From an optimization exercise on the open Yosys and OpenROAD flow, aimed at small area; shortcuts taken in it are not production practice.
In this exercise RTL edits were held to simulation tests only and were not proved equivalent to the original.
The clock port is modelled as an ideal driver; clocking choices that lean on that would not hold on a real chip.
Power and IR drop assume default switching activity.

## the baseline
Design SDRAM_arbit, start of the top module:
module SDRAM_arbit(
    input                   sysclk_100M         ,
    input                   rst_n               ,
    output                  CKE                 ,
    output                  cs_n                ,
    output  reg             ras_n               ,
    output  reg             cas_n               ,
    output  reg             we_n                ,
    output          [12:0]  addr                ,
    output          [ 1:0]  ba                  ,
    output          [ 1:0]  dqm                 ,
    output          [15:0]  dq_o                ,
    output                  dq_oe               ,
    input           [15:0]  dq_i                ,
    input                   write_trig          ,
    output                  write_data_vld      ,
    input           [15:0]  w_dq                ,
    input                   read_trig           ,
    output                  read_data_vld       ,
    output          [15:0]  r_dq                ,
    output                  write_end
);
Size: ~460 cells after synthesis, about 63 flip-flops, roughly 94 I/O pins.
clock: 10.0 ns
lec_check: 0
cap_margin: 20
core_margin: 2
core_utilization: 40
slew_margin: 20
standard.sh (not shown) runs the stock make flow with config.mk's settings and CLKGATE_MAP_FILE= SYNTH_SCRIPT=/design/flow/synth_recipe.tcl, a recipe that flattens the netlist after the stock synthesis.
==> flow/flow/run.sh <==
#!/bin/bash
# Layout: the standard ORFS flow (standard.sh, standard synthesis unchanged) with two
# changes: the clock tree is built by flow/clock_tree.tcl (the clock port drives four
# clkbuf_16, one per quadrant of the flip-flops) in place of TritonCTS's H-tree, and the
# port buffers use the smallest buffer cell. Each tool's output stays in orfs/logs;
# standard.sh's own output goes to standard.log.
set -euo pipefail
cd "$(dirname "$0")/.."
export PRE_CTS_TCL="$PWD/flow/clock_tree.tcl"
export CTS_ARGS="-sink_clustering_enable -repair_clock_nets -buf_list sky130_fd_sc_hd__clkbuf_8 -dont_use_dummy_load"
export BUFFER_PORTS_ARGS="-buffer_cell sky130_fd_sc_hd__buf_1"
export SKIP_REPAIR_TIE_FANOUT=1
bash standard.sh > standard.log 2>&1
==> flow/flow/clock_tree.tcl <==
# Clock tree built by hand: the clock port drives four clock buffers directly, each
# placed at the centre of one group of flip-flops (the flip-flops split at the median
# x, then each half at the median y) and driving that group's clock pins. TritonCTS
# then skips these nets; detailed placement legalizes the buffers.
set db [ord::get_db]
set block [ord::get_db_block]
set clk_net [$block findNet sysclk_100M]
set master [$db findMaster sky130_fd_sc_hd__clkbuf_8]
set items {}
foreach it [$clk_net getITerms] {
  if {![$it isInputSignal]} { continue }
  set loc [[$it getInst] getLocation]
  lappend items [list [lindex $loc 0] [lindex $loc 1] $it]
}
proc split_half {lst idx} {
  set s [lsort -integer -index $idx $lst]
  set h [expr {[llength $s] / 2}]
  return [list [lrange $s 0 [expr {$h - 1}]] [lrange $s $h end]]
}
set groups {}
foreach half [split_half $items 0] {
  foreach q [split_half $half 1] { lappend groups $q }
}
set skip [list sysclk_100M]
set i 0
foreach g $groups {
  set sx 0; set sy 0
  foreach it $g { set sx [expr {$sx + [lindex $it 0]}]; set sy [expr {$sy + [lindex $it 1]}] }
  set n [llength $g]
  set buf [odb::dbInst_create $block $master "clkq_buf_$i"]
  set net [odb::dbNet_create $block "clkq_net_$i"]
  $net setSigType CLOCK
  [$buf findITerm A] connect $clk_net
  [$buf findITerm X] connect $net
  foreach it $g {
    set iterm [lindex $it 2]
    $iterm disconnect
    $iterm connect $net
  }
  $buf setLocation [expr {$sx / $n}] [expr {$sy / $n}]
  $buf setPlacementStatus PLACED
  lappend skip "clkq_net_$i"
  incr i
}
global_connect
puts "hand-built clock tree: $i buffers of sky130_fd_sc_hd__clkbuf_8, nets $skip"
set_cts_config -skip_nets $skip
set_propagated_clock [all_clocks]
--- input diff the baseline..the candidate ---
==> flow/flow/run.sh <==
#!/bin/bash
# Layout: the standard ORFS flow (standard.sh, standard synthesis unchanged) with three
# changes: the clock tree is built by flow/clock_tree.tcl (the clock port drives four
# clkbuf_8, one per quadrant of the flip-flops) in place of TritonCTS's H-tree; the port
# buffers use the smallest buffer cell; and the constant outputs keep the synthesis's two
# tie cells instead of one tie cell each. Each tool's output stays in orfs/logs;
# standard.sh's own output goes to standard.log.
set -euo pipefail
cd "$(dirname "$0")/.."
export PRE_CTS_TCL="$PWD/flow/clock_tree.tcl"
export CTS_ARGS="-sink_clustering_enable -repair_clock_nets -buf_list sky130_fd_sc_hd__clkbuf_8 -dont_use_dummy_load"
export BUFFER_PORTS_ARGS="-buffer_cell sky130_fd_sc_hd__buf_1"
export SKIP_REPAIR_TIE_FANOUT=1
bash standard.sh > standard.log 2>&1
-- flow/flow/clock_tree.tcl --
<<< the baseline, line 1
# Clock tree built by hand: the clock port drives four clock buffers directly, each
# placed at the centre of one group of flip-flops (the flip-flops split at the median
>>> the candidate, line 1
# Clock tree built by hand: the clock port drives four clkbuf_8 directly, each
# placed at the centre of one group of flip-flops (the flip-flops split at the median
- Sum of routed wire segments on met1: the baseline vs the candidate identical
- Comparing the candidate against the baseline, there is no change at all in first-pass iteration count of the detailed router.
- Going from the baseline to the candidate, cell count of the worst reg-to-reg path ~0 delta, synthesized area ~0 delta, actual slew at the worst max-slew pin ~0 delta, switching power ~0 delta.
- Diff the baseline -> the candidate: layout-stage area growth over the synthesis result held; static power due to leakage held.

* * *

Another version of the RTL of SDRAM_arbit (not shown whole).
Size: roughly 480 cells after synthesis, roughly 63 flip-flops, ~94 I/O pins, about 0.0041 mm² of cells after synthesis.
clock: 10.0 ns
lec_check: 0
cap_margin: 20
core_margin: 2
core_utilization: 65
slew_margin: 20
==> flow/flow/run.sh <==
#!/bin/bash
# Layout: the standard ORFS flow (standard.sh, standard synthesis unchanged) with two
# changes: the clock tree is built by flow/clock_tree.tcl (the clock port drives four
# clkbuf_16, one per quadrant of the flip-flops) in place of TritonCTS's H-tree, and the
# port buffers use the smallest buffer cell. Each tool's output stays in orfs/logs;
# standard.sh's own output goes to standard.log.
set -euo pipefail
cd "$(dirname "$0")/.."
export PRE_CTS_TCL="$PWD/flow/clock_tree.tcl"
export CTS_ARGS="-sink_clustering_enable -repair_clock_nets -buf_list sky130_fd_sc_hd__clkbuf_8 -dont_use_dummy_load"
export BUFFER_PORTS_ARGS="-buffer_cell sky130_fd_sc_hd__buf_1"
bash standard.sh > standard.log 2>&1
==> flow/flow/clock_tree.tcl <==
# Clock tree built by hand: the clock port drives four clock buffers directly, each
# placed at the centre of one group of flip-flops (the flip-flops split at the median
# x, then each half at the median y) and driving that group's clock pins. TritonCTS
# then skips these nets; detailed placement legalizes the buffers.
set db [ord::get_db]
set block [ord::get_db_block]
set clk_net [$block findNet sysclk_100M]
set master [$db findMaster sky130_fd_sc_hd__clkbuf_16]
set items {}
foreach it [$clk_net getITerms] {
  if {![$it isInputSignal]} { continue }
  set loc [[$it getInst] getLocation]
  lappend items [list [lindex $loc 0] [lindex $loc 1] $it]
}
proc split_half {lst idx} {
  set s [lsort -integer -index $idx $lst]
  set h [expr {[llength $s] / 2}]
  return [list [lrange $s 0 [expr {$h - 1}]] [lrange $s $h end]]
}
set groups {}
foreach half [split_half $items 0] {
  foreach q [split_half $half 1] { lappend groups $q }
}
set skip [list sysclk_100M]
set i 0
foreach g $groups {
  set sx 0; set sy 0
  foreach it $g { set sx [expr {$sx + [lindex $it 0]}]; set sy [expr {$sy + [lindex $it 1]}] }
  set n [llength $g]
  set buf [odb::dbInst_create $block $master "clkq_buf_$i"]
  set net [odb::dbNet_create $block "clkq_net_$i"]
  $net setSigType CLOCK
  [$buf findITerm A] connect $clk_net
  [$buf findITerm X] connect $net
  foreach it $g {
    set iterm [lindex $it 2]
    $iterm disconnect
    $iterm connect $net
  }
  $buf setLocation [expr {$sx / $n}] [expr {$sy / $n}]
  $buf setPlacementStatus PLACED
  lappend skip "clkq_net_$i"
  incr i
}
global_connect
puts "hand-built clock tree: $i buffers of sky130_fd_sc_hd__clkbuf_16, nets $skip"
set_cts_config -skip_nets $skip
set_propagated_clock [all_clocks]
Next try:
--- a/flow/config.mk
+++ b/flow/config.mk
@@ -8,4 +8,4 @@
 export CAP_MARGIN = 20
 export CORE_MARGIN = 2
-export CORE_UTILIZATION = 65
+export CORE_UTILIZATION = 40
 export SLEW_MARGIN = 20
Cell area came out higher by 1.8%.
Final cell count climbs by 11%.
Clock skew decreases by 0.0032 ns.
Global-route usage went down by 8.8 points.
Worst setup slack hardly moves.
Wire length climbs by 5.0%.

-- port drivers added, routing unchanged --
How much do the figures lean on ideal ports? The routed layouts below were timed once more, with nothing changed but the port constraints. Step 1 assumes that a clkbuf_16 drives the clock port and a buf_2 every other input. Step 2 also shifts input and output timing later by t, the mid clock arrival at the registers, as if the neighbouring blocks saw the same clock. a / b / c = ideal ports / drivers / drivers and shift; a / b = the first two.
run | t, ns | setup slack, ns | hold WS [ns] | latest minus earliest clock arrival (ns) | worst register clock-pin slew, ns
the baseline | 0.222 | 5.199 / 5.130 / 5.352 | 0.355 / 0.355 / 0.355 | 0.012 / 0.012 | 0.10 / 0.10
the candidate | 0.222 | 5.199 / 5.130 / 5.352 | 0.355 / 0.355 / 0.355 | 0.012 / 0.012 | 0.10 / 0.10
the first run of note 2 | 0.214 | 5.351 / 5.274 / 5.488 | 0.354 / 0.354 / 0.354 | 0.009 / 0.009 | 0.08 / 0.08
the second run of note 2 | 0.217 | 5.350 / 5.271 / 5.488 | 0.350 / 0.351 / 0.351 | 0.005 / 0.006 | 0.07 / 0.07
After both steps every run listed still meets setup and hold.
